What follows belongs to an exercise in optimizing a design on an open flow for small area and a short achievable clock period; a production flow would make more cautious choices. Function was checked by simulation only, so behaviour that the tests miss may differ from the original. No activity file was given, so power comes from the tool's default toggle rates.

==> design/flow/design.v <==
module mux_inv (
    input  wire a,
    input  wire b,
    input  wire s,
    input  wire sn,
    output wire y
);
    assign y = ~((a | s) & (b | sn));
endmodule
module mux_buf (
    input  wire a,
    input  wire b,
    input  wire s,
    input  wire sn,
    output wire y
);
    assign y = (a | s) & (b | sn);
endmodule
module nor2_cell (
    input  wire a,
    input  wire b,
    output wire y
);
    assign y = ~(a | b);
endmodule
module or2_cell (
    input  wire a,
    input  wire b,
    output wire y
);
    assign y = a | b;
endmodule
module inv_cell (
    input  wire a,
    output wire y
);
    assign y = ~a;
endmodule
module shifter_io_wrapper #(
    parameter integer WIDTH = 32,
    parameter integer BLOCK = 16
)(
    input  wire             clk,
    input  wire             v_in,
    input  wire [1:0]       opcode,
    input  wire [4:0]       shamt,
    input  wire [31:0]      din,
    output reg  [31:0]      dout,
    output reg              v_out
);
    genvar i;
    wire [1:0] is_left, is_leftn;
    nor2_cell u_l0  (.a(opcode[1]), .b(opcode[0]), .y(is_left[0]));
    nor2_cell u_l1  (.a(opcode[1]), .b(opcode[0]), .y(is_left[1]));
    or2_cell  u_ln0 (.a(opcode[1]), .b(opcode[0]), .y(is_leftn[0]));
    or2_cell  u_ln1 (.a(opcode[1]), .b(opcode[0]), .y(is_leftn[1]));
    wire fill     = (opcode == 2'b10) & din[31];
    wire filln    = ~fill;
    wire [4:3] shn = ~shamt[4:3];
    wire [31:0] d1;    
    wire [31:0] d2;    
    wire [31:0] d3;    
    generate
        for (i = 0; i < 32; i = i + 1) begin : g_s1
            mux_inv u_rev (.a(din[i]), .b(din[31-i]), .s(is_left[i / 16]), .sn(is_leftn[i / 16]), .y(d1[i]));
            mux_inv u_16 (.a(d1[i]), .b(i + 16 < 32 ? d1[(i + 16) % 32] : filln),
                          .s(shamt[4]), .sn(shn[4]), .y(d2[i]));
            mux_inv u_8  (.a(d2[i]), .b(i + 8 < 32 ? d2[(i + 8) % 32] : fill),
                          .s(shamt[3]), .sn(shn[3]), .y(d3[i]));
        end
    endgenerate
    wire shn2b, sh2b;
    inv_cell u_shn2b (.a(shamt[2]), .y(shn2b));
    inv_cell u_sh2b  (.a(shn2b), .y(sh2b));
    reg [31:0] m_datan;             
    reg [2:0]  m_sh, m_shn;
    reg        m_sh2b, m_shn2b;     
    reg        m_left, m_leftn;
    reg        m_fill, m_v;
    always @(posedge clk) begin
        m_datan <= d3;
        m_sh    <= shamt[2:0];
        m_shn   <= ~shamt[2:0];
        m_sh2b  <= sh2b;
        m_shn2b <= shn2b;
        m_left  <= is_left[0];
        m_leftn <= is_leftn[0];
        m_fill  <= fill;
        m_v     <= v_in;
    end
    wire m_filln = ~m_fill;
    wire [31:0] e1;    
    wire [31:0] e2;    
    wire [31:0] e3;    
    wire [31:0] e4;    
    generate
        for (i = 0; i < 32; i = i + 1) begin : g_s2
            mux_inv u_4   (.a(m_datan[i]), .b(i + 4 < 32 ? m_datan[(i + 4) % 32] : m_filln),
                           .s(i < 16 ? m_sh[2] : m_sh2b), .sn(i < 16 ? m_shn[2] : m_shn2b), .y(e1[i]));
            mux_inv u_2   (.a(e1[i]), .b(i + 2 < 32 ? e1[(i + 2) % 32] : m_fill),
                           .s(m_sh[1]), .sn(m_shn[1]), .y(e2[i]));
            mux_inv u_1   (.a(e2[i]), .b(i + 1 < 32 ? e2[(i + 1) % 32] : m_filln),
                           .s(m_sh[0]), .sn(m_shn[0]), .y(e3[i]));
            mux_buf u_rev (.a(e3[i]), .b(e3[31-i]), .s(m_left), .sn(m_leftn), .y(e4[i]));
        end
    endgenerate
    always @(posedge clk) begin
        dout  <= e4;
        v_out <= m_v;
    end
endmodule
==> design/flow/flow/run.sh <==
#!/bin/bash
# Standard ORFS layout, with the port buffers made of the smallest buffer and
# a clock tree built without dummy balancing loads.
set -euo pipefail
bash standard.sh "BUFFER_PORTS_ARGS=-buffer_cell sky130_fd_sc_hd__buf_1" \
  "CTS_ARGS=-sink_clustering_enable -repair_clock_nets -dont_use_dummy_load -buf_list sky130_fd_sc_hd__clkbuf_4" finish > standard_flow.log 2>&1
==> design/flow/standard.sh <==
#!/bin/bash
# synth_recipe.tcl (not shown) runs the flow's synth.tcl, then flattens the netlist and writes it again
# the make line also repeats each setting of config.mk as NAME=value (left out here)
make -C /OpenROAD-flow-scripts/flow DESIGN_CONFIG=/design/flow/config.mk WORK_HOME=/design/flow/orfs CLKGATE_MAP_FILE= SYNTH_SCRIPT=/design/flow/synth_recipe.tcl "${@:-finish}"
==> design/flow/config.mk <==
export PLATFORM = sky130hd
export DESIGN_NAME = shifter_io_wrapper
export DESIGN_NICKNAME = shifter_io_wrapper
export VERILOG_FILES = /design/flow/design.v
export SDC_FILE = /design/flow/constraint.sdc
export NUM_CORES = 4
export LEC_CHECK = 0
export CAP_MARGIN = 0
export CORE_MARGIN = 2
export CORE_UTILIZATION = 40
export SETUP_SLACK_MARGIN = 1.1
export SLEW_MARGIN = 0
export SYNTH_HIERARCHICAL = 1
==> design/flow/constraint.sdc <==
create_clock -name core_clock -period 2.5 [get_ports {clk}]
set_input_delay 0.5000 -clock core_clock [delete_from_list [all_inputs] [get_ports {clk}]]
set_output_delay 0.5000 -clock core_clock [all_outputs]
set_load 0.01 [all_outputs]
==> results of run 1 <==
[modules after synthesis, one instance, submodules excluded]
| module | cells | flip-flops and latches | cell area, µm² |
|---|---|---|---|
| mux_inv | 1 | 0 | 6.256 |
| shifter_io_wrapper | 85 | 77 | 1580 |
| inv_cell | 1 | 0 | 3.754 |
| or2_cell | 1 | 0 | 6.256 |
| nor2_cell | 1 | 0 | 3.754 |
| mux_buf | 1 | 0 | 8.758 |
[state kept, by name, summed over array words and instances, names as in the netlist]
name,flops
dout,32
m_datan,32
m_sh,3
m_shn,3
m_fill,1
m_left,1
m_leftn,1
m_sh2b,1
m_shn2b,1
m_v,1
v_out,1
[cells in the mapped netlist (all sizes together)]
cell / instances / area share, %
or2: 2 / 0.40
inv: 8 / 0.97
nor2: 2 / 0.24
o22ai: 192 / 39
and3b: 1 / 0.28
o22a: 32 / 9.1
nand3b: 1 / 0.24
dfxtp: 77 / 50
[metal layers]
layer / track usage [%] / part of all wire [%]
met4: 9.328 / 2.8
met5: 0 / 0
met1: 24.86 / 47
met3: 4.766 / 5.8
met2: 31.00 / 44
[through the flow]
stage | instances | hold slack, ps
final | 508 | 198.5
after detailed placement | 496 | 315.7
after floorplan | 315 | 309.6
after global routing | 508 | 173.0
after global placement | 496 | 314.0
after CTS | 507 | 169.9
[path summary, 6_finish.rpt]
| kind | startpoint | to | slack [ps] |
|---|---|---|---|
| min reg2reg | m_v | v_out | 330 |
| max | m_sh[2] | dout[8] | 1130 |
| min | v_in | m_v | 200 |
| max reg2reg | m_sh[2] | dout[8] | 1130 |
[cell usage in the layout, fill, tap and decap left out, drive strengths merged]
cell type / count
o22ai: 192
dfxtp: 77
buf: 57
clkbuf: 33
o22a: 32
inv: 7
clkinvlp: 2
nor2: 2
or2: 2
and3b: 1
nand3b: 1
[kinds of logic after synthesis]
group | after synthesis
compound gates | 224
simple gates | 6
flops | 77
buf+inv | 8
[what timing repair did]
item,in CTS,in global routing
gates cloned,0,1
pin swaps,1,0
gates resized for setup,11,51
endpoints found under the setup margin,68,76
setup buffers,2,0
[area by class of cell]
cell class | count | share of cell area, %
Sequential cell | 77 | 41.86
Timing Repair inverter | 1 | 0.1998
Clock buffer | 9 | 1.798
Tap cell | 102 | 3.397
Inverter | 8 | 0.8991
Timing Repair Buffer | 81 | 10.42
Multi-Input combinational cell | 230 | 41.43
[power groups by stage]
stage / clock network, mW / registers (mW) / logic (mW)
finish: 0.510 / 1.46 / 0.627
global route: 0.590 / 1.48 / 0.682
CTS: 0.533 / 1.45 / 0.594
detailed placement: 0 / 1.48 / 0.584
global placement: 0 / 1.48 / 0.584
floorplan: 0 / 1.52 / 0.345
[worst max-delay path, delay by kind of cell (launching register included)]
kind,cells,cell delay [ps]
AO/OA/AOI/OAI,4,880
flip-flops,1,420
==> flow_metrics.tcl, run 1 <==
set metrics [dict create \
    drv_slew 0 \
    worst-setup-path-type "flop to flop" \
    grt_pass1_wl_mm 13.49 \
    switch_pwr_mw 0.7745 \
    drt_iter0_markers 163 \
    port_buffers 73 \
    clock_buffer_count_from_cts 9 \
    placeableCoreArea_mm2 0.007607 \
    wl_per_cell_um 16.50 \
    relSlewSlack_pct 63.14 \
    share_comb_of_total_power_pct 24.1 \
    post_synth_mux_area_share_pct 0 \
    clk_root_buffer_cell "sky130_fd_sc_hd__clkbuf_4" \
    hold_class "input pin to flop" \
    internal_power_mw 1.822 \
    final_period_minus_worst_setup_slack_ps 1373 \
    finalWirelength_mm 8.380 \
    cp_common_cell "sky130_fd_sc_hd__o22ai_1" \
    area_occupied_by_registers_mm2 0.001573 \
    status "complete, no violations" \
    num_io_pins 74 \
    min_path_cells 1 \
    antenna_found_initial 0 \
    grtUsageTotal_pct 19.50 \
    max_clock_freq_ghz 0.7281 \
    clk_pin_slew_ps 120 \
    portion_of_the_clock_cycle_consumed_by_the_worst_path_in_the_final_layout_pct 54.94 \
    synthesis.area_per_instance_um2 9.807 \
    synth-compound-area-share_pct 47.95 \
    share_clk_of_total_power_pct 19.6 \
    dpl.hpwl_mm 5.993 \
    synth_adder_area_share_pct 0 \
    grt_overflow 0 \
    rr_worst_depth 4 \
    tritoncts "built" \
    floorplan.initialDensity_pct 40.61 \
    pwr-share-seq_pct 56.2 \
    post_dp_cell_area_mm2 0.003558 \
    synthXorXnorAreaFrac_pct 0 \
    grt_setup_unrepaired "yes" \
    syn_area_mm2 0.003089 \
    vias_per_inst 6.303 \
    timing.critical_path.from_type "flop" \
    max_stage_delay_ps 420 \
    number_of_instances_in_the_synthesized_netlist 315 \
    arrival_ps 1710 \
    synth-seq-area-share_pct 49.90 \
    antenna_violating_nets_post_route 0 \
    insertion_delay_ps 420 \
    yosysUniqueCellTypes 8 \
    power_leakage_nw 1.317 \
    p_total_mw 2.597 \
    crit_chain "o22ai_1 -> o22ai_1 -> o22ai_1 -> o22a_1" \
    power.density_cell_area_mw_per_mm2 691.2 \
    setup_ws_ps 1127 \
    grt_max_degree 33 \
    synth_top_family_by_area "compound AO/OA/AOI/OAI gates" \
    multi_input_area_mm2 0.001556 \
    tns_ps 0 \
    chipWidth_um 91.88 \
    ir_drop_v 0.0002185 \
    drc_errors 0 \
    preCtsSetupSlack_ps 496.2 \
    timing_worst_slew_pin_value_ps 552.9 \
    number_of_h_tree_levels 3 \
    nets 449 \
    switching_share_pct 29.82 \
    critPathRequiredTime_ps 2840 \
    synth.yosys.warnings 7 \
    cts_hold_buf 0 \
    critical_path.slowest_cell "sky130_fd_sc_hd__dfxtp_4" \
    number_of_setup_violations_in_the_final_report 0 \
    die_height_um 91.88 \
    worst_setup_path_end_kind "flop" \
    timing.critical_path.fanout_max 16 \
    route.vias.total 3202 \
    placement_rows 32 \
    fillCellCount 746 \
    drive_gt1_share_pct 17.73 \
    floorplan.die_area_mm2 0.008442 \
    maxCapViolCount 0 \
    cts.path.max_buffers 2 \
    place_congestion 0.8623 \
    postLayoutCoreUtil_pct 49.39 \
    finClkSkew_ps 30.24 \
    final_cell_area_mm2 0.003757 \
    numClockSinks 77 \
    drtPass1Iterations 4 \
    number_of_synthesized_register_bits 77 \
    antennaDiodeCount 0 \
    nets_in_the_synthesized_netlist 356 \
    syn_to_final_growth_pct 21.63 \
    timing.final.hold_violations 0 \
    post_synth_and_or_nand_nor_area_fraction_pct 1.175 \
    via_count_of_the_first_global_routing_pass 2878 \
]
==> run 2: changes to the inputs <==
--- a/design/flow/config.mk
+++ b/design/flow/config.mk
@@ -7,7 +7,7 @@
 export LEC_CHECK = 0
-export CAP_MARGIN = 0
+export CAP_MARGIN = 10
 export CORE_MARGIN = 2
-export CORE_UTILIZATION = 40
+export CORE_UTILIZATION = 45
 export SETUP_SLACK_MARGIN = 1.1
-export SLEW_MARGIN = 0
+export SLEW_MARGIN = 10
 export SYNTH_HIERARCHICAL = 1
==> run 2 against run 1 <==
  * Clock skew up 15 ps
  * Global-route usage grew 1.8 points
  * Sequential power about the same
  * Core utilization increased by 9.1 points
  * Via count up 1.5%
  * Critical path depth unchanged
  * Register-to-register slack is essentially flat
  * Clock power decreased by 1%
  * Non-clock buffer count increased by 3
  * Critical endpoint is now dout[19]
==> flow_metrics.tcl, run 2 <==
set metrics [dict create \
    placement_rows 30 \
    power.density_cell_area_mw_per_mm2 671.3 \
    numClockSinks 77 \
    switching_share_pct 30.25 \
    timing.final.hold_violations 0 \
    nets 452 \
    finClkSkew_ps 45.71 \
    die_height_um 86.86 \
    relSlewSlack_pct 64.71 \
    drive_gt1_share_pct 18.83 \
    cpLargestDelayFamily "compound AO/OA/AOI/OAI gates" \
    port_buffers 73 \
    cts_hold_buf 0 \
    grt_max_degree 33 \
    pwr-share-seq_pct 55.5 \
    grt_setup_unrepaired "yes" \
    clock_buffer_count_from_cts 9 \
    number_of_synthesized_register_bits 77 \
    share_comb_of_total_power_pct 25.5 \
    clk_root_buffer_cell "sky130_fd_sc_hd__clkbuf_4" \
    commonest_non_fill_non_tap_cell_in_the_layout "sky130_fd_sc_hd__o22ai_1" \
    synth_area_leaders "sky130_fd_sc_hd__dfxtp_1 50%, sky130_fd_sc_hd__o22ai_1 39%, sky130_fd_sc_hd__o22a_1 9.1%, sky130_fd_sc_hd__inv_1 0.97%, sky130_fd_sc_hd__or2_1 0.41%" \
    ir_drop_v 0.0002323 \
    chipWidth_um 86.86 \
    clk_pin_slew_ps 120 \
    synth_edf_count 0 \
    worst-setup-path-type "flop to flop" \
    via_count_of_the_first_global_routing_pass 2674 \
    post_dp_cell_area_mm2 0.003531 \
    synth.top_cell.area_share_pct 49.90 \
    grt_pass1_wl_mm 12.70 \
    met3RoutedLength_um 373 \
    antenna_found_initial 0 \
    timing_worst_slew_pin_value_ps 529.3 \
    syn_area_mm2 0.003089 \
    syn_to_final_growth_pct 27.22 \
    drt_iter0_markers 186 \
    placeableCoreArea_mm2 0.006719 \
    status "complete, no violations" \
    route.layer.met1.wl_mm 3.834 \
    postLayoutCoreUtil_pct 58.49 \
    worst_setup_path_end_kind "flop" \
    antenna_violating_nets_post_route 0 \
    nets_in_the_synthesized_netlist 356 \
    synthesis.area_per_instance_um2 9.807 \
    internal_power_mw 1.840 \
    netlist_top_cells_count "192 x sky130_fd_sc_hd__o22ai_1, 77 x sky130_fd_sc_hd__dfxtp_1, 32 x sky130_fd_sc_hd__o22a_1" \
    hold_class "input pin to flop" \
    vias_per_inst 6.648 \
    maxCapViolCount 0 \
    num_io_pins 74 \
    drtPass1Iterations 5 \
    number_of_setup_violations_in_the_final_report 0 \
    antennaDiodeCount 0 \
    max_stage_delay_ps 460 \
    layout_top_registers "dout (32), m_datan (32)" \
    synth.yosys.warnings 7 \
    critPathRequiredTime_ps 2790 \
    drc_errors 0 \
    max_clock_freq_ghz 0.7263 \
    p_total_mw 2.638 \
    wl_met2_mm 3.897 \
    dpl.hpwl_mm 5.808 \
    yosysTopAreaCell "sky130_fd_sc_hd__dfxtp_1" \
    async_reset_ff_share_pct 0 \
    share_clk_of_total_power_pct 19.1 \
    critical_path.slowest_cell "sky130_fd_sc_hd__dfxtp_4" \
    number_of_h_tree_levels 3 \
    layout.cells.most_common_list "165 x sky130_fd_sc_hd__o22ai_1, 70 x sky130_fd_sc_hd__dfxtp_1, 56 x sky130_fd_sc_hd__buf_1" \
    tns_ps 0 \
    floorplan.die_area_mm2 0.007544 \
    yosysMostFrequentCell "sky130_fd_sc_hd__o22ai_1" \
    portion_of_the_clock_cycle_consumed_by_the_worst_path_in_the_final_layout_pct 55.07 \
    flip_flop_cell_with_the_highest_count_after_synthesis "sky130_fd_sc_hd__dfxtp_1" \
    finalWirelength_mm 8.265 \
    timing.critical_path.fanout_max 16 \
    switch_pwr_mw 0.7981 \
    wl_per_cell_um 16.90 \
    grt_overflow 0 \
    final_period_minus_worst_setup_slack_ps 1377 \
    number_of_instances_in_the_synthesized_netlist 315 \
    place_congestion 0.8690 \
    cp_common_cell "sky130_fd_sc_hd__o22ai_1" \
    yosysUniqueCellTypes 8 \
    tritoncts "built" \
    synth-seq-area-share_pct 49.90 \
    power_leakage_nw 1.360 \
    arrival_ps 1660 \
    insertion_delay_ps 420 \
    floorplan.initialDensity_pct 45.98 \
    highest_layer "met4" \
    worst-path-buf-inv 0 \
    final_cell_area_mm2 0.003930 \
    route.vias.total 3251 \
    grtUsageTotal_pct 21.30 \
    drv_slew 0 \
    cts.path.max_buffers 2 \
    crit_chain "o22ai_1 -> o22ai_1 -> o22ai_1 -> o22a_1" \
    timing.critical_path.from_type "flop" \
]
[run 2: area by class of cell]
cell class / instances / area, µm²
repair buffers: 84 / 414.1
repair inverters: 1 / 7.507
flip-flops and latches: 77 / 1563
multi-input cells: 230 / 1744
fillers: 634 / 2789
well taps: 80 / 100.1
inverters: 8 / 33.78
clock buffers: 9 / 67.56
[run 2: worst paths after layout]
| kind | start | endpoint | slack (ps) | depth (start not counted) |
|---|---|---|---|---|
| max | m_sh2b | dout[19] | 1120 | 4 |
| min | shamt[0] | m_sh[0] | 190 | 1 |
| max reg2reg | m_sh2b | dout[19] | 1120 | 4 |
| min reg2reg | m_v | v_out | 330 | 0 |
[run 2: what timing repair did]
action / 4_1_cts / 5_1_grt
setup endpoints to repair: 60 / 62
cloned: 0 / 1
pin swaps: 1 / 5
resized for setup: 11 / 56
setup buffers: 1 / 4
[run 2: power groups by stage]
stage               logic (mW)  registers, mW  clock network, mW
finish                   0.672           1.46              0.503
global route             0.737           1.48              0.577
CTS                      0.590           1.45              0.525
detailed placement       0.580           1.48                  0
global placement         0.582           1.48                  0
floorplan                0.345           1.52                  0
[run 2: metal layers]
metal,GRT usage (%),vias to the layer above
li1,-,1602
met1,28.10,1514
met2,34.21,121
met3,3.318,14
met4,9.943,0
met5,0,-
[run 2: cell families (layout without fill, tap and decap cells)]
logic type	Yosys count	after routing	share of synthesized area, %
buffers and inverters	8	102	0.9721
and+or+nand+nor	6	6	1.175
AOI/OAI and AO/OA	224	224	47.95
DFF	77	77	49.90
[run 2: per-module statistics from Yosys (local to each module, per instance)]
module	copies in the design	cells
shifter_io_wrapper	1	85
mux_buf	32	1
mux_inv	192	1
or2_cell	2	1
inv_cell	2	1
nor2_cell	2	1
[run 2: through the flow]
step	worst slack, ps	hold slack [ps]	cells
global route	1041	160.7	489
finish	1123	194.5	489
CTS	1101	165.3	484
floorplan	1105	309.6	315
global placement	510.4	313.5	474
detailed placement	497.9	314.6	474
[run 2: worst reg2reg max path, stage by stage, from the launching register on]
cell and delay [ps]:
sky130_fd_sc_hd__dfxtp_4 460, sky130_fd_sc_hd__o22ai_1 140, sky130_fd_sc_hd__o22ai_1 280, sky130_fd_sc_hd__o22ai_1 150, sky130_fd_sc_hd__o22a_1 220
==> run 3: changes to the inputs <==
--- a/design/flow/config.mk
+++ b/design/flow/config.mk
@@ -7,7 +7,7 @@
 export LEC_CHECK = 0
-export CAP_MARGIN = 10
+export CAP_MARGIN = 20
 export CORE_MARGIN = 2
-export CORE_UTILIZATION = 45
-export SETUP_SLACK_MARGIN = 1.1
-export SLEW_MARGIN = 10
+export CORE_UTILIZATION = 50
+export SETUP_SLACK_MARGIN = 1.08
+export SLEW_MARGIN = 20
 export SYNTH_HIERARCHICAL = 1
==> run 3 against run 2 <==
  * Hold slack improved by 1.7 ps
  * Final area decreased by 5.0%
  * Power decreased by 1.9%
  * First-iteration DRC count decreased by 5.4%
  * Critical path type unchanged
  * Die area decreased by 9.6%
  * Synthesized area unchanged
  * Clock skew decreased by 24 ps
  * Sequential cell count unchanged
==> flow_metrics.tcl, run 3 <==
set metrics [dict create \
    synth.top_cell.area_share_pct 49.90 \
    antenna_violating_nets_post_route 0 \
    finalWirelength_mm 7.920 \
    timing_worst_slew_pin_value_ps 881.3 \
    clock_buffer_count_from_cts 9 \
    drt_iter0_markers 176 \
    power_leakage_nw 1.336 \
    grt_setup_unrepaired "yes" \
    nets 449 \
    postLayoutCoreUtil_pct 62.69 \
    timing.critical_path.fanout_max 16 \
    timing.critical_path.from_type "flop" \
    cts.path.max_buffers 2 \
    synth.yosys.warnings 7 \
    rr_worst_depth 4 \
    grt_max_degree 34 \
    tns_ps 0 \
    grt_overflow 0 \
    finClkSkew_ps 22.20 \
    final_period_minus_worst_setup_slack_ps 1391 \
    grtUsageTotal_pct 24.54 \
    drtPass1Iterations 5 \
    vias_per_inst 6.802 \
    route.vias.total 3272 \
    portion_of_the_clock_cycle_consumed_by_the_worst_path_in_the_final_layout_pct 55.63 \
    maxCapViolCount 0 \
    port_buffers 73 \
    floorplan.die_area_mm2 0.006823 \
    numClockSinks 77 \
    tritoncts "built" \
    antenna_found_initial 0 \
    placement_rows 28 \
    yosysUniqueCellTypes 8 \
    drv_slew 0 \
    critical_path.slowest_cell "sky130_fd_sc_hd__dfxtp_4" \
    number_of_instances_in_the_synthesized_netlist 315 \
    max_clock_freq_ghz 0.7190 \
    regToRegSetupSlack_ps 1110 \
    relSlewSlack_pct 41.18 \
    timing.final.hold_violations 0 \
    num_io_pins 74 \
    yosysTopAreaCell "sky130_fd_sc_hd__dfxtp_1" \
    drive_gt1_share_pct 16.50 \
    ir_drop_v 0.0003626 \
    antennaDiodeCount 0 \
    power.density_cell_area_mw_per_mm2 693.3 \
    syn_to_final_growth_pct 20.86 \
    commonest_non_fill_non_tap_cell_in_the_layout "sky130_fd_sc_hd__o22ai_1" \
    floorplan.initialDensity_pct 51.87 \
    chipWidth_um 82.60 \
    place_congestion 0.8862 \
    clk_root_buffer_cell "sky130_fd_sc_hd__clkbuf_4" \
    netlist_top_cells_count "192 x sky130_fd_sc_hd__o22ai_1, 77 x sky130_fd_sc_hd__dfxtp_1, 32 x sky130_fd_sc_hd__o22a_1" \
    number_of_synthesized_register_bits 77 \
    synth_area_leaders "sky130_fd_sc_hd__dfxtp_1 50%, sky130_fd_sc_hd__o22ai_1 39%, sky130_fd_sc_hd__o22a_1 9.1%, sky130_fd_sc_hd__inv_1 0.97%, sky130_fd_sc_hd__or2_1 0.41%" \
    nets_in_the_synthesized_netlist 356 \
    grt_pass1_wl_mm 12.85 \
    flip_flop_cell_with_the_highest_count_after_synthesis "sky130_fd_sc_hd__dfxtp_1" \
    synthesis.area_per_instance_um2 9.807 \
    layout_top_registers "dout (32), m_datan (32)" \
    die_height_um 82.60 \
    hold_class "input pin to flop" \
    dpl.hpwl_mm 5.588 \
    critPathRequiredTime_ps 2790 \
    worst_setup_path_end_kind "flop" \
    synth_edf_count 0 \
    number_of_h_tree_levels 3 \
    status "complete, no violations" \
    syn_area_mm2 0.003089 \
    layout.cells.most_common_list "181 x sky130_fd_sc_hd__o22ai_1, 71 x sky130_fd_sc_hd__dfxtp_1, 45 x sky130_fd_sc_hd__buf_1" \
    cp_common_cell "sky130_fd_sc_hd__o22ai_1" \
    yosysMostFrequentCell "sky130_fd_sc_hd__o22ai_1" \
    min_path_cells 1 \
    clk_pin_slew_ps 110 \
    synth-seq-area-share_pct 49.90 \
    async_reset_ff_share_pct 0 \
    max_stage_delay_ps 450 \
    worst-setup-path-type "flop to flop" \
    via_count_of_the_first_global_routing_pass 2663 \
    number_of_setup_violations_in_the_final_report 0 \
    crit_chain "o22ai_1 -> o22ai_1 -> o22ai_1 -> o22a_1" \
    placeableCoreArea_mm2 0.005956 \
    wl_per_cell_um 16.47 \
    insertion_delay_ps 410 \
    arrival_ps 1680 \
    fillCellCount 558 \
    drc_errors 0 \
]
## run 3: cell types whose count changed in the layout (fill, tap and decap cells not counted), sizes merged
cell | previous run | this run
inv | 7 | 8
buf | 71 | 54
clkinvlp | 2 | 0
clkbuf | 22 | 37
## run 3: per-layer routing
layer	GRT usage, %	wire [µm]	vias to the layer above
met1	32.35	3590	1534
met4	10.82	136	0
met2	38.95	3743	133
met3	4.783	449	12
met5	0	0	-
li1	-	-	1593
## run 3: modules after synthesis (local to each module, per instance)
module              copies in the design  cells
nor2_cell                              2      1
shifter_io_wrapper                     1     85
or2_cell                               2      1
mux_buf                               32      1
mux_inv                              192      1
inv_cell                               2      1
## run 3: critical path, delay by kind of cell, from the launching register on
family,cells,cell delay [ps]
flops,1,450
compound gates,4,810
## run 3: final cells by class
class	instances	area, µm²	area share (%)
inverter	8	30.03	0.8043
clock buffer	9	67.56	1.810
tap	75	93.84	2.513
multi-input combinational	230	1607	43.03
timing repair buffer	82	376.6	10.09
sequential	77	1559	41.76
## run 3: final timing paths
kind,from,endpoint
hold reg to reg,m_v,v_out
hold / removal,v_in,m_v
setup reg to reg,m_shn[2],dout[13]
setup / recovery,m_shn[2],dout[13]
## run 3: report_power, final
part | switching [mW] | internal (mW)
registers | 0.0814 | 1.37
logic | 0.351 | 0.283
clock network | 0.340 | 0.167
total | 0.772 | 1.82
## run 3: repair_timing
item                                    4_1_cts  5_1_grt
setup buffers                                 2        0
gates resized for setup                       6       47
hold buffers                                  0        0
endpoints found under the hold margin         0        0
pin swaps                                     1        0
endpoints found under the setup margin       64       90
## run 3: per-stage QoR
| step | cell area, µm² | hold WS (ps) | cells | total power [mW] | worst slack [ps] |
|---|---|---|---|---|---|
| after floorplan | 3104 | 309.6 | 315 | 1.860 | 1081 |
| after global placement | 3525 | 315.4 | 470 | 2.056 | 506.2 |
| after detailed placement | 3525 | 312.8 | 470 | 2.057 | 430.1 |
| after CTS | 3612 | 171.8 | 481 | 2.566 | 1057 |
| after global routing | 3734 | 170.3 | 481 | 2.749 | 1070 |
| final | 3734 | 196.1 | 481 | 2.588 | 1109 |
## run 3: cell families (layout without fill, tap and decap cells)
logic type / count (synthesis) / count (layout) / synth area share (%)
buf+inv: 8 / 99 / 0.9721
flops: 77 / 77 / 49.90
compound gates: 224 / 224 / 47.95
simple gates: 6 / 6 / 1.175
==> run 4: changes to the inputs <==
==> design/flow/flow/run.sh (replaced) <==
#!/bin/bash
# Standard ORFS layout, with the port buffers made of the smallest buffer and
# a clock tree built without dummy balancing loads.
set -euo pipefail
bash standard.sh "BUFFER_PORTS_ARGS=-buffer_cell sky130_fd_sc_hd__buf_1" \
  "CTS_ARGS=-sink_clustering_enable -repair_clock_nets -dont_use_dummy_load" finish > standard_flow.log 2>&1
--- a/design/flow/config.mk
+++ b/design/flow/config.mk
@@ -10,3 +10,3 @@
 export CORE_UTILIZATION = 50
-export SETUP_SLACK_MARGIN = 1.08
+export SETUP_SLACK_MARGIN = 1.1
 export SLEW_MARGIN = 20
==> run 4 against run 3 <==
  * Still clean
  * Count of clock-buffer cells in the layout is the same
  * Final cell count grew 0.62%
  * Worst setup slack gained 33 ps
  * Non-clock buffer count grew 2
  * Fmax grew 2.4%
  * Routed wire length grew 1.8%
  * Synthesized area is the same
  * Critical endpoint is now dout[6]
==> flow_metrics.tcl, run 4 <==
set metrics [dict create \
    status "complete, no violations" \
    die_height_um 82.60 \
    placement_rows 28 \
    grt_overflow 0 \
    dpl.hpwl_mm 5.653 \
    insertion_delay_ps 340 \
    floorplan.die_area_mm2 0.006823 \
    tritoncts "built" \
    reg2reg_from "m_sh[2]" \
    arrival_ps 1620 \
    yosysMostFrequentCell "sky130_fd_sc_hd__o22ai_1" \
    clk_pin_slew_ps 70 \
    netlist_top_cells_count "192 x sky130_fd_sc_hd__o22ai_1, 77 x sky130_fd_sc_hd__dfxtp_1, 32 x sky130_fd_sc_hd__o22a_1" \
    preCtsSetupSlack_ps 535.8 \
    rr_worst_depth 4 \
    numClockSinks 77 \
    cts.path.max_buffers 2 \
    finalWirelength_mm 8.060 \
    number_of_h_tree_levels 3 \
    wl_per_cell_um 16.65 \
    antenna_violating_nets_post_route 0 \
    grtUsageTotal_pct 24.38 \
    yosysUniqueCellTypes 8 \
    syn_area_mm2 0.003089 \
    synth-seq-area-share_pct 49.90 \
    port_buffers 73 \
    ir_drop_v 0.0004565 \
    share_comb_of_total_power_pct 22.5 \
    drt_iter0_markers 191 \
    pwr-share-seq_pct 52.7 \
    fin_cells 484 \
    worstSetupEndpoint "dout[6]" \
    layout.cells.most_common_list "189 x sky130_fd_sc_hd__o22ai_1, 71 x sky130_fd_sc_hd__dfxtp_1, 71 x sky130_fd_sc_hd__buf_1" \
    regToRegSetupSlack_ps 1140 \
    async_reset_ff_share_pct 0 \
    min_path_cells 1 \
    grt_max_degree 33 \
    finClkSkew_ps 18.99 \
    synth.top_cell.area_share_pct 49.90 \
    syn_to_final_growth_pct 21.34 \
    portion_of_the_clock_cycle_consumed_by_the_worst_path_in_the_final_layout_pct 54.31 \
    grt_setup_unrepaired "yes" \
    power_leakage_nw 1.267 \
    number_of_instances_in_the_synthesized_netlist 315 \
    switching_share_pct 28.72 \
    maxCapViolCount 0 \
    timing.critical_path.fanout_max 16 \
    power.density_cell_area_mw_per_mm2 731.2 \
    antenna_found_initial 0 \
    number_of_setup_violations_in_the_final_report 0 \
    drive_gt1_share_pct 9.046 \
    worst_setup_path_end_kind "flop" \
    final_cell_area_mm2 0.003749 \
    regToRegEndpoint "dout[6]" \
    layout_top_registers "dout (32), m_datan (32)" \
    vias_per_inst 6.645 \
    commonest_non_fill_non_tap_cell_in_the_layout "sky130_fd_sc_hd__o22ai_1" \
    final_period_minus_worst_setup_slack_ps 1358 \
    internal_power_mw 1.954 \
    synth_edf_count 0 \
    setup_ws_ps 1142 \
    hold_class "input pin to flop" \
    synthesis.area_per_instance_um2 9.807 \
    place_congestion 0.8646 \
    antennaDiodeCount 0 \
    nets 452 \
    tns_ps 0 \
    clk_root_buffer_cell "sky130_fd_sc_hd__clkbuf_8" \
    number_of_synthesized_register_bits 77 \
    drc_errors 0 \
    timing_worst_slew_pin_value_ps 512.0 \
    floorplan.initialDensity_pct 51.87 \
    timing.critical_path.from_type "flop" \
    drtPass1Iterations 5 \
    share_clk_of_total_power_pct 24.8 \
    flip_flop_cell_with_the_highest_count_after_synthesis "sky130_fd_sc_hd__dfxtp_1" \
    fillCellCount 525 \
    chipWidth_um 82.60 \
    worst-setup-path-type "flop to flop" \
    synth.yosys.warnings 7 \
    grt_pass1_wl_mm 12.61 \
    placed_cells_incl_taps 471 \
    post_dp_cell_area_mm2 0.003540 \
    nets_in_the_synthesized_netlist 356 \
    route.vias.total 3216 \
    yosysTopAreaCell "sky130_fd_sc_hd__dfxtp_1" \
    p_total_mw 2.741 \
    placeableCoreArea_mm2 0.005956 \
    synth_area_leaders "sky130_fd_sc_hd__dfxtp_1 50%, sky130_fd_sc_hd__o22ai_1 39%, sky130_fd_sc_hd__o22a_1 9.1%, sky130_fd_sc_hd__inv_1 0.97%, sky130_fd_sc_hd__or2_1 0.41%" \
    crit_start "m_sh[2]" \
    max_clock_freq_ghz 0.7365 \
    critPathRequiredTime_ps 2760 \
    switch_pwr_mw 0.7873 \
    clock_buffer_count_from_cts 9 \
    relSlewSlack_pct 65.87 \
    drv_slew 0 \
    timing.final.hold_violations 0 \
    num_io_pins 74 \
    via_count_of_the_first_global_routing_pass 2569 \
]
run 4: power by group through the flow:
stage / Combinational (mW) / Clock [mW] / Sequential [mW]
2_1_floorplan: 0.345 / 0 / 1.52
3_3_place_gp: 0.589 / 0 / 1.47
3_5_place_dp: 0.589 / 0 / 1.47
4_1_cts: 0.598 / 0.703 / 1.44
5_1_grt: 0.682 / 0.760 / 1.47
6_report: 0.617 / 0.679 / 1.45
run 4: cell type report:
cell class / count / area [µm²] / area share, %
clock buffer: 9 / 123.9 / 3.304
tap: 75 / 93.84 / 2.503
multi-input combinational: 230 / 1556 / 41.52
timing repair inverter: 1 / 7.507 / 0.2003
inverter: 8 / 33.78 / 0.9012
timing repair buffer: 84 / 371.6 / 9.913
sequential: 77 / 1562 / 41.66
run 4: metrics by stage:
stage / hold slack [ps] / util [%]
CTS: 243.1 / 61.72
global route: 231.0 / 62.94
detailed placement: 324.3 / 59.43
floorplan: 309.6 / -
global placement: 315.5 / 59.43
finish: 254.2 / 62.94
run 4: timing repair:
action                                  4_1_cts  5_1_grt
hold buffers                                  0        0
endpoints found under the setup margin       49       60
resized for setup                             9        9
buffers inserted                              0        3
gates cloned                                  0        1
pin swaps                                     0        1
run 4: routing by layer:
layer | up-vias | share of wire [%] | GRT usage, %
li1 | 1602 | - | -
met5 | - | 0 | 0
met3 | 14 | 5.5 | 7.717
met2 | 130 | 47 | 37.66
met1 | 1470 | 46 | 32.55
met4 | 0 | 1.7 | 7.377
run 4: how the worst min path moves through the flow:
stage	start	endpoint	slack (ps)
after floorplan	m_v	v_out	310
after global placement	m_v	v_out	320
after detailed placement	m_v	v_out	320
after CTS	v_in	m_v	240
after global routing	v_in	m_v	230
final	v_in	m_v	250
run 4: critical path, cell delays in order (launching register included):
cell and delay, ps:
sky130_fd_sc_hd__dfxtp_4 400, sky130_fd_sc_hd__o22ai_1 300, sky130_fd_sc_hd__o22ai_1 150, sky130_fd_sc_hd__o22ai_1 250, sky130_fd_sc_hd__o22a_1 180
run 4: per-module statistics from Yosys (local to each module, per instance):
module | copies in the design | flops+latches | cells | cell area [µm²]
shifter_io_wrapper | 1 | 77 | 85 | 1580
mux_buf | 32 | 0 | 1 | 8.758
mux_inv | 192 | 0 | 1 | 6.256
or2_cell | 2 | 0 | 1 | 6.256
inv_cell | 2 | 0 | 1 | 3.754
nor2_cell | 2 | 0 | 1 | 3.754
run 4: cells by family after synthesis:
family / synth area share [%]
AND/OR/NAND/NOR: 1.175
buffers and inverters: 0.9721
flip-flops: 49.90
AO/OA/AOI/OAI: 47.95
==> run 5: changes to the inputs <==
--- a/design/flow/config.mk
+++ b/design/flow/config.mk
@@ -9,3 +9,3 @@
 export CORE_MARGIN = 2
-export CORE_UTILIZATION = 50
+export CORE_UTILIZATION = 40
 export SETUP_SLACK_MARGIN = 1.1
==> run 5 against run 4 <==
  * Sequential power barely moved
  * Hold slack improved by 6.3 ps
  * Die area increased by 24%
  * Clock power grew 0.7%
  * Power grew 0.17%
  * Fmax up 0.31%
  * Count of clock-buffer cells in the layout is the same
  * Global-route usage is 4.9 points lower
  * Synthesized cell count unchanged
  * Sequential cell count unchanged
  * Register-to-register slack about the same
==> flow_metrics.tcl, run 5 <==
set metrics [dict create \
    drive_gt1_share_pct 8.824 \
    grt_overflow 0 \
    clk_root_buffer_cell "sky130_fd_sc_hd__clkbuf_8" \
    power.density_cell_area_mw_per_mm2 728.3 \
    clk_pin_slew_ps 70 \
    maxCapViolCount 0 \
    tritoncts "built" \
    finalWirelength_mm 8.419 \
    grt_pass1_wl_mm 13.48 \
    yosysUniqueCellTypes 8 \
    tns_ps 0 \
    reg2reg_from "m_sh[2]" \
    grt_max_degree 33 \
    critPathRequiredTime_ps 2780 \
    fin_cells 510 \
    layout_top_registers "dout (32), m_datan (32)" \
    vias_per_inst 6.359 \
    finClkSkew_ps 19.10 \
    yosysTopAreaCell "sky130_fd_sc_hd__dfxtp_1" \
    worst-path-buf-inv 0 \
    layout.cells.most_common_list "190 x sky130_fd_sc_hd__o22ai_1, 71 x sky130_fd_sc_hd__buf_1, 70 x sky130_fd_sc_hd__dfxtp_1" \
    syn_to_final_growth_pct 22.03 \
    placed_cells_incl_taps 496 \
    antennaDiodeCount 0 \
    grt_setup_unrepaired "yes" \
    drtPass1Iterations 7 \
    timing.critical_path.from_type "flop" \
    die_height_um 91.88 \
    max_stage_delay_ps 400 \
    clock_buffer_count_from_cts 9 \
    power_leakage_nw 1.259 \
    p_total_mw 2.746 \
    max_clock_freq_ghz 0.7388 \
    via_count_of_the_first_global_routing_pass 2867 \
    final_period_minus_worst_setup_slack_ps 1354 \
    yosysMostFrequentCell "sky130_fd_sc_hd__o22ai_1" \
    synth-seq-area-share_pct 49.90 \
    synth.top_cell.area_share_pct 49.90 \
    grtUsageTotal_pct 19.45 \
    hold_class "input pin to flop" \
    cts.path.max_buffers 2 \
    timing_worst_slew_pin_value_ps 548.1 \
    status "complete, no violations" \
    ir_drop_v 0.0002404 \
    synth.yosys.warnings 7 \
    num_io_pins 74 \
    number_of_h_tree_levels 3 \
    relSlewSlack_pct 63.46 \
    portion_of_the_clock_cycle_consumed_by_the_worst_path_in_the_final_layout_pct 54.14 \
    timing.critical_path.fanout_max 16 \
    timing.final.hold_violations 0 \
    port_buffers 73 \
    placeableCoreArea_mm2 0.007607 \
    arrival_ps 1630 \
    min_path_cells 1 \
    post_dp_cell_area_mm2 0.003558 \
    async_reset_ff_share_pct 0 \
    critical_path.slowest_cell "sky130_fd_sc_hd__dfxtp_4" \
    netlist_top_cells_count "192 x sky130_fd_sc_hd__o22ai_1, 77 x sky130_fd_sc_hd__dfxtp_1, 32 x sky130_fd_sc_hd__o22a_1" \
    route.vias.total 3243 \
    floorplan.initialDensity_pct 40.61 \
    flip_flop_cell_with_the_highest_count_after_synthesis "sky130_fd_sc_hd__dfxtp_1" \
    place_congestion 0.8623 \
    number_of_instances_in_the_synthesized_netlist 315 \
    drt_iter0_markers 145 \
    antenna_violating_nets_post_route 0 \
    cpLargestDelayFamily "compound AO/OA/AOI/OAI gates" \
    placement_rows 32 \
    nets 451 \
    synth_edf_count 0 \
    drc_errors 0 \
    crit_start "m_sh[2]" \
    wl_per_cell_um 16.51 \
    syn_area_mm2 0.003089 \
    fillCellCount 755 \
    number_of_synthesized_register_bits 77 \
    floorplan.die_area_mm2 0.008442 \
    numClockSinks 77 \
    critical_path_cell_count 4 \
    worst_setup_path_end_kind "flop" \
    worst-setup-path-type "flop to flop" \
    crit_chain "o22ai_1 -> o22ai_1 -> o22ai_1 -> o22a_1" \
    final_cell_area_mm2 0.003770 \
    cp_common_cell "sky130_fd_sc_hd__o22ai_1" \
    synthesis.area_per_instance_um2 9.807 \
    insertion_delay_ps 350 \
    drv_slew 0 \
    number_of_setup_violations_in_the_final_report 0 \
    synth_area_leaders "sky130_fd_sc_hd__dfxtp_1 50%, sky130_fd_sc_hd__o22ai_1 39%, sky130_fd_sc_hd__o22a_1 9.1%, sky130_fd_sc_hd__inv_1 0.97%, sky130_fd_sc_hd__or2_1 0.41%" \
    worst_hold_startpoint "v_in" \
    rr_worst_depth 4 \
    commonest_non_fill_non_tap_cell_in_the_layout "sky130_fd_sc_hd__o22ai_1" \
    nets_in_the_synthesized_netlist 356 \
    antenna_found_initial 0 \
    dpl.hpwl_mm 5.993 \
    chipWidth_um 91.88 \
]
run 5: path summary, 6_finish.rpt:
path / slack (ps) / to
max: 1150 / dout[8]
max reg2reg: 1150 / dout[8]
min: 260 / m_v
min reg2reg: 330 / v_out
run 5: cells by family (layout without fill, tap and decap cells):
group,count (synthesis),count (layout),synth area share (%)
buf+inv,8,101,0.9721
flops,77,77,49.90
simple gates,6,6,1.175
compound gates,224,224,47.95
run 5: final cells by class:
class,instances,area [µm²],area share (%)
Tap cell,102,127.6,3.385
Timing Repair inverter,1,7.507,0.1991
Sequential cell,77,1563,41.45
Multi-Input combinational cell,230,1550,41.12
Timing Repair Buffer,83,364.1,9.658
Clock buffer,9,123.9,3.286
Inverter,8,33.78,0.8961
run 5: metrics by stage:
stage | hold slack, ps | utilization [%] | setup WS, ps
2_1_floorplan | 309.6 | - | 1105
3_3_place_gp | 314.0 | 46.78 | 531.7
3_5_place_dp | 315.7 | 46.78 | 496.2
4_1_cts | 243.6 | 48.80 | 1107
5_1_grt | 261.6 | 49.56 | 1083
6_report | 260.5 | 49.56 | 1146
run 5: routing by layer:
metal	wire [µm]	share of wire (%)	track usage, %
met2	3769	45	31.00
met1	3960	47	24.86
met5	0	0	0
met3	514	6.1	4.519
met4	174	2.1	9.328
run 5: power by group:
group | total, mW | leakage (nW) | internal, mW | switching [mW]
sequential | 1.45 | 0.651 | 1.37 | 0.0878
combinational | 0.607 | 0.543 | 0.264 | 0.343
clock | 0.684 | 0.0647 | 0.321 | 0.363
run 5: timing repair:
item                                    4_1_cts  5_1_grt
buffers inserted                              2        2
endpoints found under the setup margin       64       62
pin swaps                                     1        1
cloned                                        0        1
resized for setup                            10        8
hold buffers                                  0        0
run 5: Yosys stat by module, one instance, submodules excluded:
module,copies in the design,area (µm²)
inv_cell,2,3.754
mux_buf,32,8.758
mux_inv,192,6.256
nor2_cell,2,3.754
or2_cell,2,6.256
shifter_io_wrapper,1,1580
==> run 6: changes to the inputs <==
--- a/design/flow/config.mk
+++ b/design/flow/config.mk
@@ -10,3 +10,3 @@
 export CORE_UTILIZATION = 40
-export SETUP_SLACK_MARGIN = 1.1
+export SETUP_SLACK_MARGIN = 1.05
 export SLEW_MARGIN = 20
==> run 6 against run 5 <==
  * Highest routed layer unchanged
  * Critical path depth is 2 higher
  * Fmax fell by 1.3%
  * Combinational power hardly changed
  * Still clean
  * Largest cell class unchanged
  * Sequential cell count is the same
==> flow_metrics.tcl, run 6 <==
set metrics [dict create \
    vias_per_inst 6.246 \
    timing_worst_slew_pin_value_ps 976.4 \
    synth.yosys.warnings 7 \
    finClkSkew_ps 22.48 \
    status "complete, no violations" \
    syn_area_mm2 0.003089 \
    grt_pass1_wl_mm 13.23 \
    route.vias.total 3179 \
    number_of_setup_violations_in_the_final_report 0 \
    insertion_delay_ps 340 \
    grtUsageMet2_pct 30.88 \
    yosysUniqueCellTypes 8 \
    place_congestion 0.8825 \
    regToRegSetupSlack_ps 1130 \
    synth_edf_count 0 \
    clk_root_buffer_cell "sky130_fd_sc_hd__clkbuf_8" \
    worst_hold_startpoint "v_in" \
    clock_buffer_count_from_cts 9 \
    number_of_h_tree_levels 3 \
    postLayoutCoreUtil_pct 49.14 \
    layout.cells.most_common_list "192 x sky130_fd_sc_hd__o22ai_1, 72 x sky130_fd_sc_hd__dfxtp_1, 71 x sky130_fd_sc_hd__buf_1" \
    commonest_non_fill_non_tap_cell_in_the_layout "sky130_fd_sc_hd__o22ai_1" \
    relSlewSlack_pct 34.82 \
    cts_hold_buf 0 \
    grt_setup_unrepaired "no" \
    number_of_synthesized_register_bits 77 \
    setup_ws_ps 1128 \
    numClockSinks 77 \
    p_total_mw 2.736 \
    drive_gt1_share_pct 7.371 \
    number_of_instances_in_the_synthesized_netlist 315 \
    finalWirelength_mm 8.190 \
    floorplan.die_area_mm2 0.008442 \
    grt_max_degree 34 \
    timing.critical_path.from_type "input pin" \
    post_dp_cell_area_mm2 0.003561 \
    drv_slew 0 \
    via_count_of_the_first_global_routing_pass 2785 \
    port_buffers 73 \
    synthesis.area_per_instance_um2 9.807 \
    chipWidth_um 91.88 \
    preCtsSetupSlack_ps 518.6 \
    nets 450 \
    maxCapViolCount 0 \
    die_height_um 91.88 \
    fillCellCount 772 \
    crit_start "shamt[4]" \
    final_cell_area_mm2 0.003739 \
    timing.critical_path.fanout_max 33 \
    timing.final.hold_violations 0 \
    drtPass1Iterations 5 \
    final_period_minus_worst_setup_slack_ps 1372 \
    met1_usage_pct 25.45 \
    clk_pin_slew_ps 60 \
    globalRouteMet3Util_pct 3.451 \
    globalRoute.busiestLayer "met2" \
    power.density_cell_area_mw_per_mm2 731.8 \
    yosysTopAreaCell "sky130_fd_sc_hd__dfxtp_1" \
    critPathRequiredTime_ps 2690 \
    yosysMostFrequentCell "sky130_fd_sc_hd__o22ai_1" \
    synth.top_cell.area_share_pct 49.90 \
    wl_per_cell_um 16.09 \
    worst_hold_slack_ps 259.8 \
    cts.path.max_buffers 2 \
    placement_rows 32 \
    synth-seq-area-share_pct 49.90 \
    drc_errors 0 \
    power_leakage_nw 1.259 \
    grt_overflow 0 \
    antennaDiodeCount 0 \
    synth_area_leaders "sky130_fd_sc_hd__dfxtp_1 50%, sky130_fd_sc_hd__o22ai_1 39%, sky130_fd_sc_hd__o22a_1 9.1%, sky130_fd_sc_hd__inv_1 0.97%, sky130_fd_sc_hd__or2_1 0.41%" \
    antenna_violating_nets_post_route 0 \
    dpl.hpwl_mm 5.931 \
    drt_iter0_markers 176 \
    portion_of_the_clock_cycle_consumed_by_the_worst_path_in_the_final_layout_pct 54.88 \
    async_reset_ff_share_pct 0 \
    netlist_top_cells_count "192 x sky130_fd_sc_hd__o22ai_1, 77 x sky130_fd_sc_hd__dfxtp_1, 32 x sky130_fd_sc_hd__o22a_1" \
    antenna_found_initial 0 \
    reg2reg_from "m_sh2b" \
    tritoncts "built" \
    nets_in_the_synthesized_netlist 356 \
    fin_cells 509 \
    placed_cells_incl_taps 498 \
    worst-setup-path-type "input pin to flop" \
    floorplan.initialDensity_pct 40.61 \
    worst_setup_path_end_kind "flop" \
    num_io_pins 74 \
    placeableCoreArea_mm2 0.007607 \
    max_clock_freq_ghz 0.7289 \
    ir_drop_v 0.0002243 \
    grtUsageTotal_pct 19.38 \
    flip_flop_cell_with_the_highest_count_after_synthesis "sky130_fd_sc_hd__dfxtp_1" \
    layout_top_registers "dout (32), m_datan (32)" \
    syn_to_final_growth_pct 21.02 \
    arrival_ps 1570 \
    hold_class "input pin to flop" \
    tns_ps 0 \
]
==> run 6: per-layer routing <==
metal | vias up | wire [µm]
met3 | 15 | 532
met2 | 136 | 3631
met4 | 0 | 161
met1 | 1444 | 3864
li1 | 1584 | -
met5 | - | 0
==> run 6: what timing repair did <==
| action | in CTS | in global routing |
|---|---|---|
| setup endpoints to repair | 64 | 38 |
| setup buffers | 1 | 1 |
| gates cloned | 0 | 0 |
| pin swaps | 1 | 1 |
| gates resized for setup | 9 | 6 |
==> run 6: final timing paths <==
path | to | cells after the start
setup / recovery | m_datan[12] | 6
hold / removal | m_v | 1
setup reg to reg | dout[26] | 4
hold reg to reg | v_out | 0
==> run 6: cell families after synthesis <==
kind of cell	count (synthesis)	share of synthesized area, %
compound gates	224	47.95
simple gates	6	1.175
flops	77	49.90
buf+inv	8	0.9721
==> run 6: layout make-up <==
type	count	area, µm²	area share, %
multi-input combinational	230	1538	41.13
sequential	77	1555	41.60
inverter	8	30.03	0.8032
tap	102	127.6	3.414
timing repair buffer	83	364.1	9.739
clock buffer	9	123.9	3.313
==> run 6: Yosys stat by module (local to each module, per instance) <==
module              flip-flops and latches  cell area (µm²)
inv_cell                                 0            3.754
mux_buf                                  0            8.758
mux_inv                                  0            6.256
nor2_cell                                0            3.754
or2_cell                                 0            6.256
shifter_io_wrapper                      77             1580
==> run 6: worst max-delay path: stages <==
cell and delay [ps]:
sky130_fd_sc_hd__buf_1 60, sky130_fd_sc_hd__buf_4 300, sky130_fd_sc_hd__inv_1 70, sky130_fd_sc_hd__buf_4 230
sky130_fd_sc_hd__o22ai_1 260, sky130_fd_sc_hd__o22ai_1 130
==> run 6: power breakdown <==
part	total (mW)	internal, mW	leakage (nW)	switching [mW]
logic	0.606	0.262	0.544	0.344
clock network	0.683	0.321	0.0647	0.362
registers	1.45	1.37	0.650	0.0794
==> run 7: changes to the inputs <==
--- a/design/flow/config.mk
+++ b/design/flow/config.mk
@@ -10,3 +10,3 @@
 export CORE_UTILIZATION = 40
-export SETUP_SLACK_MARGIN = 1.05
+export SETUP_SLACK_MARGIN = 1.15
 export SLEW_MARGIN = 20
==> run 7 against run 6 <==
  * Still clean on timing, DRC and antenna
  * Critical path depth is 2 lower
  * Final area grew 4.6%
  * Sequential share of layout area down 1.5 points
  * Sequential cell count stayed put
  * Register-to-register slack is essentially flat
  * Core utilization increased by 2.2 points
  * Sequential power about the same
  * Clock skew rose by 2.2 ps
  * Hold slack worse by 3.9 ps
  * Critical path type is now flop to flop
  * Largest cell class is now multi-input combinational cells
  * Highest routed layer unchanged
==> flow_metrics.tcl, run 7 <==
set metrics [dict create \
    syn_to_final_growth_pct 26.53 \
    grt_max_degree 33 \
    cts.path.max_buffers 2 \
    crit_start "m_shn2b" \
    clk_pin_slew_ps 70 \
    grtUsageTotal_pct 20.11 \
    ir_drop_v 0.0002271 \
    place_congestion 0.8548 \
    grt_overflow 0 \
    placeableCoreArea_mm2 0.007607 \
    synth_area_leaders "sky130_fd_sc_hd__dfxtp_1 50%, sky130_fd_sc_hd__o22ai_1 39%, sky130_fd_sc_hd__o22a_1 9.1%, sky130_fd_sc_hd__inv_1 0.97%, sky130_fd_sc_hd__or2_1 0.41%" \
    final_period_minus_worst_setup_slack_ps 1359 \
    reg2reg_from "m_shn2b" \
    clock_buffer_count_from_cts 9 \
    timing.critical_path.from_type "flop" \
    syn_area_mm2 0.003089 \
    worst_setup_path_end_kind "flop" \
    commonest_non_fill_non_tap_cell_in_the_layout "sky130_fd_sc_hd__o22ai_1" \
    number_of_setup_violations_in_the_final_report 0 \
    nets 455 \
    met1_usage_pct 25.79 \
    fin_cells 514 \
    finClkSkew_ps 24.69 \
    netlist_top_cells_count "192 x sky130_fd_sc_hd__o22ai_1, 77 x sky130_fd_sc_hd__dfxtp_1, 32 x sky130_fd_sc_hd__o22a_1" \
    worst-setup-path-type "flop to flop" \
    nets_in_the_synthesized_netlist 356 \
    tritoncts "built" \
    synth-seq-area-share_pct 49.90 \
    globalRoute.busiestLayer "met2" \
    placed_cells_incl_taps 494 \
    arrival_ps 1590 \
    drtPass1Iterations 5 \
    synth.top_cell.area_share_pct 49.90 \
    route.vias.total 3243 \
    numClockSinks 77 \
    timing.critical_path.fanout_max 16 \
    grt_setup_unrepaired "yes" \
    port_buffers 73 \
    maxCapViolCount 0 \
    via_count_of_the_first_global_routing_pass 2903 \
    antenna_violating_nets_post_route 0 \
    dpl.hpwl_mm 5.915 \
    relSlewSlack_pct 64.79 \
    yosysMostFrequentCell "sky130_fd_sc_hd__o22ai_1" \
    drive_gt1_share_pct 14.56 \
    number_of_instances_in_the_synthesized_netlist 315 \
    async_reset_ff_share_pct 0 \
    drv_slew 0 \
    vias_per_inst 6.309 \
    synthesis.area_per_instance_um2 9.807 \
    number_of_h_tree_levels 3 \
    floorplan.die_area_mm2 0.008442 \
    timing.final.hold_violations 0 \
    clk_root_buffer_cell "sky130_fd_sc_hd__clkbuf_8" \
    number_of_synthesized_register_bits 77 \
    synth.yosys.warnings 7 \
    yosysUniqueCellTypes 8 \
    layout.cells.most_common_list "174 x sky130_fd_sc_hd__o22ai_1, 70 x sky130_fd_sc_hd__buf_1, 69 x sky130_fd_sc_hd__dfxtp_1" \
    synth_edf_count 0 \
    fillCellCount 739 \
    drt_iter0_markers 196 \
    chipWidth_um 91.88 \
    portion_of_the_clock_cycle_consumed_by_the_worst_path_in_the_final_layout_pct 54.36 \
    critPathRequiredTime_ps 2730 \
    power_leakage_nw 1.320 \
    floorplan.initialDensity_pct 40.61 \
    timing_worst_slew_pin_value_ps 528.1 \
    status "complete, no violations" \
    placement_rows 32 \
    antennaDiodeCount 0 \
    grt_pass1_wl_mm 13.75 \
    num_io_pins 74 \
    power.density_cell_area_mw_per_mm2 707.9 \
    layout_top_registers "dout (32), m_datan (32)" \
    flip_flop_cell_with_the_highest_count_after_synthesis "sky130_fd_sc_hd__dfxtp_1" \
    insertion_delay_ps 350 \
    globalRouteMet3Util_pct 3.533 \
    worst_hold_startpoint "v_in" \
    drc_errors 0 \
    tns_ps 0 \
    die_height_um 91.88 \
    hold_class "input pin to flop" \
    yosysTopAreaCell "sky130_fd_sc_hd__dfxtp_1" \
    wl_per_cell_um 16.62 \
    finalWirelength_mm 8.542 \
    grtUsageMet2_pct 32.78 \
    antenna_found_initial 0 \
    max_clock_freq_ghz 0.7358 \
]
## run 7: cells by family (layout without fill, tap and decap cells)
logic type,count (synthesis),count (layout),synth area share (%)
AO/OA/AOI/OAI,224,224,47.95
AND/OR/NAND/NOR,6,6,1.175
flip-flops,77,77,49.90
buffers and inverters,8,105,0.9721
## run 7: path summary, 6_finish.rpt
check                           endpoint  slack, ps  cells past startpoint
worst max register to register  dout[18]       1140                      4
worst min-delay path                 m_v        260                      1
worst min register to register     v_out        330                      0
worst max-delay path            dout[18]       1140                      4
## run 7: Yosys stat by module, one instance, submodules excluded
module / copies in the design / flip-flops and latches
mux_inv: 192 / 0
mux_buf: 32 / 0
shifter_io_wrapper: 1 / 77
nor2_cell: 2 / 0
inv_cell: 2 / 0
or2_cell: 2 / 0
## run 7: area by class of cell
type | count | area (µm²) | area share (%)
multi-input cells | 230 | 1650 | 42.22
flip-flops and latches | 77 | 1567 | 40.08
repair buffers | 87 | 395.4 | 10.12
well taps | 102 | 127.6 | 3.265
clock buffers | 9 | 123.9 | 3.169
inverters | 8 | 37.54 | 0.9603
repair inverters | 1 | 7.507 | 0.1921
## run 7: per-layer routing
layer / share of wire, % / up-vias
li1: - / 1602
met1: 46 / 1489
met2: 46 / 135
met3: 6.0 / 17
met5: 0 / -
met4: 2.1 / 0
## run 7: what timing repair did
action,CTS,global route
hold buffers,0,0
endpoints found under the setup margin,62,57
resized for setup,16,20
cloned,1,0
setup buffers,8,2
pin swaps,3,2
## run 7: through the flow
step	hold slack, ps	util, %	instance area [µm²]	power (mW)	setup slack, ps
after floorplan	309.6	-	3115	1.862	1134
after global placement	314.3	46.63	3547	2.065	593.4
after detailed placement	314.3	46.63	3547	2.064	511.6
after CTS	245.6	49.90	3796	2.760	1169
after global routing	252.2	51.38	3909	2.911	1086
final	255.9	51.38	3909	2.767	1141
## run 7: critical path, stage by stage, from the launching register on
cell                      delay (ps)
sky130_fd_sc_hd__dfxtp_4         450
sky130_fd_sc_hd__o22ai_1         160
sky130_fd_sc_hd__o22ai_1         270
sky130_fd_sc_hd__o22ai_1         140
sky130_fd_sc_hd__o22a_1          220
## run 7: report_power, final
| part | total, mW | switching (mW) | leakage [nW] | internal (mW) |
|---|---|---|---|---|
| sequential | 1.47 | 0.101 | 0.651 | 1.37 |
| combinational | 0.626 | 0.345 | 0.604 | 0.280 |
| clock | 0.674 | 0.354 | 0.0647 | 0.320 |
==> run 8: changes to the inputs <==
==> design/flow/flow/run.sh (replaced) <==
#!/bin/bash
# Standard ORFS layout, with the port buffers made of the smallest buffer and
# a clock tree built without dummy balancing loads.
set -euo pipefail
bash standard.sh "BUFFER_PORTS_ARGS=-buffer_cell sky130_fd_sc_hd__buf_1" \
  "CTS_ARGS=-sink_clustering_enable -repair_clock_nets -dont_use_dummy_load -buf_list sky130_fd_sc_hd__clkbuf_16" finish > standard_flow.log 2>&1
--- a/design/flow/config.mk
+++ b/design/flow/config.mk
@@ -10,3 +10,3 @@
 export CORE_UTILIZATION = 40
-export SETUP_SLACK_MARGIN = 1.15
+export SETUP_SLACK_MARGIN = 1.1
 export SLEW_MARGIN = 20
==> run 8 against run 7 <==
  * Via count is 1.4% lower
  * Clock skew is 13 ps lower
  * Count of clock-buffer cells in the layout unchanged
  * Still clean on timing, DRC and antenna
  * Routed wire length decreased by 0.80%
  * Synthesized area did not move
  * Non-clock buffer count fell by 1
  * Largest cell class is now flip-flops and latches
  * Combinational power decreased by 2%
  * Final cell count is 0.19% lower
  * Global-route usage fell by 0.45 points
  * Critical endpoint is now m_datan[17]
  * Hold slack better by 18 ps
  * Fmax is 1.1% higher
  * Final area shrank 0.22%
==> flow_metrics.tcl, run 8 <==
set metrics [dict create \
    status "complete, no violations" \
    relSlewSlack_pct 63.04 \
    synth_area_leaders "sky130_fd_sc_hd__dfxtp_1 50%, sky130_fd_sc_hd__o22ai_1 39%, sky130_fd_sc_hd__o22a_1 9.1%, sky130_fd_sc_hd__inv_1 0.97%, sky130_fd_sc_hd__or2_1 0.41%" \
    worst-setup-path-type "input pin to flop" \
    floorplan.initialDensity_pct 40.61 \
    insertion_delay_ps 330 \
    drive_gt1_share_pct 9.246 \
    placeableCoreArea_mm2 0.007607 \
    power.density_cell_area_mw_per_mm2 795.3 \
    wl_per_cell_um 16.52 \
    worst_hold_slack_ps 274.2 \
    timing.critical_path.fanout_max 16 \
    clock_buffer_count_from_cts 9 \
    grt_pass1_wl_mm 13.66 \
    via_count_of_the_first_global_routing_pass 2889 \
    antenna_found_initial 0 \
    die_height_um 91.88 \
    synth.yosys.warnings 7 \
    portion_of_the_clock_cycle_consumed_by_the_worst_path_in_the_final_layout_pct 53.78 \
    antenna_violating_nets_post_route 0 \
    final_period_minus_worst_setup_slack_ps 1344 \
    placement_rows 32 \
    floorplan.die_area_mm2 0.008442 \
    nets 454 \
    syn_to_final_growth_pct 26.25 \
    async_reset_ff_share_pct 0 \
    worst_setup_path_end_kind "flop" \
    flip_flop_cell_with_the_highest_count_after_synthesis "sky130_fd_sc_hd__dfxtp_1" \
    synth-seq-area-share_pct 49.90 \
    number_of_synthesized_register_bits 77 \
    syn_area_mm2 0.003089 \
    clk_root_buffer_cell "sky130_fd_sc_hd__clkbuf_16" \
    drv_slew 0 \
    netlist_top_cells_count "192 x sky130_fd_sc_hd__o22ai_1, 77 x sky130_fd_sc_hd__dfxtp_1, 32 x sky130_fd_sc_hd__o22a_1" \
    fin_cells 513 \
    number_of_instances_in_the_synthesized_netlist 315 \
    antennaDiodeCount 0 \
    layout.cells.most_common_list "191 x sky130_fd_sc_hd__o22ai_1, 71 x sky130_fd_sc_hd__buf_1, 70 x sky130_fd_sc_hd__dfxtp_1" \
    port_buffers 73 \
    finClkSkew_ps 12.03 \
    synthesis.area_per_instance_um2 9.807 \
    drtPass1Iterations 4 \
    maxCapViolCount 0 \
    grtUsageTotal_pct 19.66 \
    dpl.hpwl_mm 5.993 \
    timing.critical_path.from_type "input pin" \
    commonest_non_fill_non_tap_cell_in_the_layout "sky130_fd_sc_hd__o22ai_1" \
    finalWirelength_mm 8.474 \
    vias_per_inst 6.234 \
    yosysTopAreaCell "sky130_fd_sc_hd__dfxtp_1" \
    synth_edf_count 0 \
    regToRegSetupSlack_ps 1170 \
    tritoncts "built" \
    p_total_mw 3.102 \
    ir_drop_v 0.0002818 \
    numClockSinks 77 \
    preCtsSetupSlack_ps 496.2 \
    timing_worst_slew_pin_value_ps 554.5 \
    place_congestion 0.8623 \
    drc_errors 0 \
    drt_iter0_markers 136 \
    fillCellCount 745 \
    hold_class "input pin to flop" \
    number_of_setup_violations_in_the_final_report 0 \
    yosysUniqueCellTypes 8 \
    cts.path.max_buffers 2 \
    arrival_ps 1530 \
    placed_cells_incl_taps 496 \
    clk_pin_slew_ps 50 \
    nets_in_the_synthesized_netlist 356 \
    grt_overflow 0 \
    yosysMostFrequentCell "sky130_fd_sc_hd__o22ai_1" \
    cts_hold_buf 0 \
    route.vias.total 3198 \
    setup_ws_ps 1156 \
    grt_setup_unrepaired "no" \
    number_of_h_tree_levels 3 \
    num_io_pins 74 \
    timing.final.hold_violations 0 \
    chipWidth_um 91.88 \
    layout_top_registers "dout (32), m_datan (32)" \
    synth.top_cell.area_share_pct 49.90 \
    max_clock_freq_ghz 0.7438 \
    power_leakage_nw 1.322 \
    grt_max_degree 33 \
    critPathRequiredTime_ps 2680 \
    tns_ps 0 \
]
## run 8: cell counts after synthesis
No cell type changed its count.
## run 8: Yosys stat by module, one instance, submodules excluded
module / flops+latches / times used / cells / area, µm²
nor2_cell: 0 / 2 / 1 / 3.754
or2_cell: 0 / 2 / 1 / 6.256
mux_buf: 0 / 32 / 1 / 8.758
shifter_io_wrapper: 77 / 1 / 85 / 1580
inv_cell: 0 / 2 / 1 / 3.754
mux_inv: 0 / 192 / 1 / 6.256
## run 8: cell families (layout without fill, tap and decap cells)
group | Yosys count | count (layout) | synth area share, %
DFF | 77 | 77 | 49.90
buffers and inverters | 8 | 104 | 0.9721
and+or+nand+nor | 6 | 6 | 1.175
AOI/OAI and AO/OA | 224 | 224 | 47.95
## run 8: cell type report
type,instances,area (µm²),area share [%]
timing repair inverter,1,7.507,0.1925
tap,102,127.6,3.272
clock buffer,9,225.2,5.775
multi-input combinational,230,1544,39.59
timing repair buffer,86,399.1,10.23
sequential,77,1563,40.07
inverter,8,33.78,0.8662
## run 8: worst paths after layout
path / startpoint / end / cells after the start
hold reg to reg: m_v / v_out / 0
hold / removal: v_in / m_v / 1
setup / recovery: shamt[4] / m_datan[17] / 4
setup reg to reg: m_sh[2] / dout[14] / 4
## run 8: worst max-delay path, cell delays in order
cell and delay [ps]:
sky130_fd_sc_hd__buf_1 270, sky130_fd_sc_hd__clkinvlp_4 380, sky130_fd_sc_hd__o22ai_1 270, sky130_fd_sc_hd__o22ai_1 110
## run 8: power by group
group,switching [mW],internal [mW]
Sequential,0.0876,1.37
Combinational,0.344,0.268
Clock,0.403,0.629
Total,0.835,2.27
## run 8: per-layer routing
| layer | vias up | global-route usage (%) | share of wire, % |
|---|---|---|---|
| met1 | 1473 | 25.39 | 48 |
| met3 | 14 | 4.191 | 5.5 |
| li1 | 1597 | - | - |
| met2 | 114 | 31.99 | 45 |
| met4 | 0 | 8.085 | 1.8 |
| met5 | - | 0 | 0 |
## run 8: what timing repair did
| item | CTS | global route |
|---|---|---|
| buffers inserted | 2 | 5 |
| endpoints found under the setup margin | 64 | 41 |
| gates resized for setup | 11 | 6 |
| pin swaps | 1 | 2 |
| gates cloned | 1 | 0 |
## run 8: stage by stage
stage,area (µm²),util (%)
finish,3900,51.27
global route,3900,51.27
CTS,3821,50.23
floorplan,3112,-
detailed placement,3558,46.78
global placement,3558,46.78

-- afterwards: timing with drivers on the ports --
The flow's constraints put no driver on any port. The routed layouts listed below were extracted and timed again, unchanged, in two steps.
Step 1 sets driving cells, clkbuf_16 on the clock port and buf_2 on the other inputs (assumed; they add their load-dependent delay and slew).
Step 2 moves the port delays by t, midway between the first and last clock arrival at a register: inputs arrive t later, outputs are due t later. That takes back most of the time a late clock gives input paths.
a / b / c = no drivers / after step 1 / after step 2; a / b = the first two.
run	t (ns)	setup slack, ns	clock arrival spread, ns	worst register clock-pin slew, ns	cell pins on the clock port's net
run 1	0.429	1.127 / 1.107 / 0.706	0.030 / 0.030	0.12 / 0.12	1
run 2	0.418	1.123 / 1.112 / 0.729	0.046 / 0.046	0.12 / 0.12	1
run 3	0.428	1.109 / 1.109 / 0.728	0.022 / 0.023	0.11 / 0.11	1
run 4	0.359	1.142 / 1.142 / 0.840	0.019 / 0.019	0.07 / 0.07	1
run 5	0.366	1.146 / 1.146 / 0.834	0.019 / 0.019	0.08 / 0.08	1
run 6	0.361	1.128 / 1.133 / 0.775	0.023 / 0.022	0.08 / 0.08	1
run 7	0.364	1.141 / 1.141 / 0.840	0.024 / 0.024	0.08 / 0.08	1
run 8	0.356	1.156 / 1.162 / 0.806	0.012 / 0.012	0.06 / 0.06	1
After both steps setup and hold are still met in every run listed. For run 1, which loses most, drivers alone change the setup slack by -0.020 ns; drivers and shift together by -0.421 ns.
